This design comes from an exercise in tuning for small area on the open sky130 flow, not from production work. In this exercise RTL edits were held to simulation tests only and were not proved equivalent to the original. Power is estimated from default activity; no workload was simulated.

==> flow/design.v <==
module alu (
    input wire clk,
    input wire reset,
    input wire [3:0] opcode,
    input wire [15:0] operand_a,
    input wire [15:0] operand_b,
    output reg [15:0] result,
    output wire overflow_flag
);
    wire [15:0] add_result, sub_result, and_result, or_result, xor_result;
    wire [15:0] shift_left, shift_right;
    wire [15:0] mult_result;
    wire carry_out, borrow;
    wire overflow_add, overflow_sub, overflow_mult;
    assign add_result = operand_a + operand_b;
    assign sub_result = operand_a - operand_b;
    assign and_result = operand_a & operand_b;
    assign or_result = operand_a | operand_b;
    assign xor_result = operand_a ^ operand_b;
    assign shift_left = operand_a << operand_b[3:0];
    assign shift_right = operand_a >> operand_b[3:0];
    assign mult_result = operand_a * operand_b;
    assign carry_out = (operand_a + operand_b) > 16'hFFFF;
    assign borrow = operand_a < operand_b;
    assign overflow_add = (operand_a[15] == operand_b[15]) && (add_result[15] != operand_a[15]);
    assign overflow_sub = (operand_a[15] != operand_b[15]) && (sub_result[15] != operand_a[15]);
    assign overflow_mult = (mult_result[15:0] != mult_result);
    assign overflow_flag = (opcode == 4'b0000) ? overflow_add :
                          (opcode == 4'b0001) ? overflow_sub :
                          (opcode == 4'b0010) ? overflow_mult :
                          (opcode == 4'b0011) ? carry_out :
                          (opcode == 4'b0100) ? borrow : 1'b0;
    always @(posedge clk or posedge reset) begin
        if (reset) begin
            result <= 16'h0000;
        end else begin
            case (opcode)
                4'b0000: result <= add_result;
                4'b0001: result <= sub_result;
                4'b0010: result <= mult_result[15:0];
                4'b0011: result <= and_result;
                4'b0100: result <= or_result;
                4'b0101: result <= xor_result;
                4'b0110: result <= shift_left;
                4'b0111: result <= shift_right;
                default: result <= 16'h0000;
            endcase
        end
    end
endmodule 
==> flow/run.sh <==
#!/bin/bash
# synth_recipe.tcl (not shown) runs the flow's synth.tcl, then flattens the netlist and writes it again
# the make line also repeats each setting of config.mk as NAME=value (left out here)
make -C /OpenROAD-flow-scripts/flow DESIGN_CONFIG=/design/flow/config.mk WORK_HOME=/design/flow/orfs CLKGATE_MAP_FILE= SYNTH_SCRIPT=/design/flow/synth_recipe.tcl finish
==> flow/config.mk <==
export PLATFORM = sky130hd
export DESIGN_NAME = alu
export DESIGN_NICKNAME = alu
export VERILOG_FILES = /design/flow/design.v
export SDC_FILE = /design/flow/constraint.sdc
export NUM_CORES = 4
export LEC_CHECK = 0
export CAP_MARGIN = 20
export CORE_MARGIN = 2
export CORE_UTILIZATION = 40
export SLEW_MARGIN = 20
==> flow/constraint.sdc <==
create_clock -name core_clock -period 6.5 [get_ports {clk}]
set_input_delay 1.3000 -clock core_clock [delete_from_list [all_inputs] [get_ports {clk}]]
set_output_delay 1.3000 -clock core_clock [all_outputs]
set_load 0.01 [all_outputs]
==> results_dict.tcl <==
set metrics [dict create \
    rsz0062_at_grt "yes" \
    first_pass_iters 5 \
    largest_reg_flops 16 \
    critPathKind "in2reg" \
    final_hold_viol_count 0 \
    final_cells 1403 \
    path_common_cell "fa_1" \
    period_share_pct 98.1 \
    synth_flop_cell "dfrtp_1" \
    synthCells 1016 \
    clock_sinks 16 \
    die_y_um 142 \
    wirelength_um 29900 \
    fin_crit_ns 6.38 \
    drive_above_1_share_pct 18.3 \
    synth_cell_types 71 \
    async_reset_ff_share_pct 100 \
    antenna_left 0 \
    final.setup.tns_ns 0 \
    grt-ovfl-total 0 \
    ys_warn_count 1 \
    status "complete, no violations" \
    layout_commonest_cell "inv_1" \
    dr.first_iter.drc_count 921 \
    antenna_found_initial 0 \
    synthTopCellsByArea "fa_1 (21%), ha_1 (16%), inv_1 (7.6%)" \
    clock-root-buffer "clkbuf_16" \
    design.die.area_sq_um 20200 \
    grt_pass1_vias 7749 \
    io-pin-count 55 \
    critPathRequiredTime_ns 6.61 \
    cts_hold_buf 0 \
    slowest_delay_ns 0.55 \
    post_drt_wl_per_cell_um 21.3 \
    cp.buffers_inverters 7 \
    syn-num-nets 1235 \
    p_leak_nw 4.74 \
    top_register "result" \
    ctsLongestPathBuffers 2 \
    ys_seq_area_share_pct 5.24 \
    dp_cells 1383 \
    startpoint_type "primary input" \
    relSlewSlack_pct 33.4 \
    cts_max_level 1 \
    cp_num_cells 21 \
    cts_tree "built" \
    crit_chain "clkdlybuf4s50_1, buf_4, inv_1, buf_4, buf_4, nor2_1, ha_1, ha_1, fa_1, fa_1, inv_1, fa_1, fa_1, inv_1, ha_1, or4_4, o21ai_2, a31oi_2, xnor2_1, a211oi_2, o211ai_1" \
    grt_max_degree 47 \
    synth_area_leader_cell "fa_1" \
    reg_top3 "result: 16 flops" \
    grt_usage_pct 29.4 \
    gp_congestion 1.00 \
    final_nets 1390 \
    syn_to_final_growth_pct 25.4 \
    setup_viol 0 \
    crit_fanout 4 \
    crit_end "result[15]" \
    cp-end-kind "flop" \
    initial_core_util_pct 40.9 \
    drv_cap 0 \
    core_area_sq_um 18700 \
    drt-vias-per-instance 5.69 \
    worst_pin_slew_ns 0.999 \
    cp_slowest_cell "fa_1" \
    crit_family "adder cells" \
    drcViolationCount 0 \
    hold_class "in2async" \
    crit_path_start "operand_a[0]" \
    yosys_register_bits 16 \
    final_cell_mix "inv_1 (146), buf_4 (142), nor2_1 (124), nand2_1 (106), ha_1 (97)" \
    grt_pass1_wl_um 44700 \
    clk_pin_slew_worst_paths_ns 0.05 \
    via_count 7984 \
    core.rowCount 50 \
    maxSlewViolCount 0 \
    cts_buffers 3 \
    n_antenna_cell 0 \
    dpl.hpwl_um 24900 \
    max_freq_ghz 0.157 \
    powerDensity_nw_per_um2 323 \
    synth_top_cell_area_share_pct 21.2 \
    dieWidth_um 142 \
    synth_edf_count 0 \
    netlist_area_sq_um 7650 \
    irDropWorstVdd_mv 0.375 \
    avgSynthCellArea_sq_um 7.53 \
    crit_arrival_ns 6.49 \
    portBuffers 54 \
]
kinds of logic (layout without fill, tap and decap cells):
family,count (synthesis),in the layout,synth area share (%)
simple gates,303,303,17.0
flops,16,16,5.24
compound gates,227,227,19.8
fa+ha+maj,181,181,37.6
mux,22,22,3.34
xor+xnor,52,52,6.14
buf+inv,215,368,10.9
cell usage after synthesis, types with 14 or more instances:
cell type and number:
dfrtp_1 16, o21ai_0 61, ha_1 100, xnor2_1 39, nor3_1 15, fa_1 81
nor2_1 130, clkbuf_1 31, a211oi_1 14, nand2_1 106, inv_1 154, a21oi_1 46
power breakdown:
group          switching, W  internal [W]  leakage [nW]
Clock             0.0000375     0.0000807        0.0370
Combinational       0.00149       0.00137          4.50
Sequential       0.00000707      0.000123         0.209
what timing repair did:
action / 4_1_cts / 5_1_grt
gates resized for setup: 36 / 31
pin swaps: 6 / 21
setup buffers: 11 / 6
hold endpoints to repair: 0 / 0
cloned: 0 / 0
setup endpoints to repair: 3 / 6
area by class of cell:
cell class                      count  area (sq um)
Timing Repair Buffer              203          1690
Clock buffer                        3          75.1
Fill cell                        1895          9120
Inverter                          162           614
Sequential cell                    16           400
Tap cell                          234           293
Multi-Input combinational cell    785          6520
routing by layer:
metal | global-route usage [%] | up-vias | part of all wire, %
met4 | 11.0 | 0 | 4.2
met3 | 4.17 | 72 | 8.0
met1 | 41.0 | 3826 | 43
met2 | 46.2 | 415 | 45
li1 | - | 3671 | -
met5 | 0 | - | 0
worst min path at each step:
stage / from / end / cells after the start
after floorplan: reset / result[0] / 1
final: reset / result[11] / 2
after global routing: reset / result[2] / 2
after CTS: reset / result[6] / 2
after global placement: reset / result[10] / 2
after detailed placement: reset / result[10] / 2
stage by stage:
stage	hold WS, ns	utilization (%)	power, W	setup WS (ns)	area, sq um
finish	1.46	51.3	0.00310	0.121	9590
detailed placement	1.74	49.4	0.00275	-0.507	9240
CTS	1.48	50.5	0.00292	0.00603	9450
floorplan	1.21	-	0.00168	0.00929	7670
global route	1.53	51.3	0.00337	-0.0405	9590
global placement	1.72	49.4	0.00272	-0.443	9240

re-timing with driven ports:
How much do the figures lean on ideal ports? The routed layout below was timed once more, with nothing changed but the port constraints. Step 1, drivers: a clkbuf_16 drives clk and a buf_2 each remaining input, both assumed. Step 2 also shifts input and output timing later by t, the mid clock arrival at the registers, as if the neighbouring blocks saw the same clock. Slacks: ideal ports / drivers / drivers and shift; pairs: ideal ports / drivers.
t, ns: 0.273
setup slack, ns: 0.121 / 0.120 / -0.153
clock arrival spread, ns: 0.003 / 0.004
pins driven straight from the clock port: 1
With both steps, setup timing fails in this run, where it was met with ideal ports. For this run, drivers alone change the setup slack by -0.001 ns; drivers and shift together by -0.274 ns.
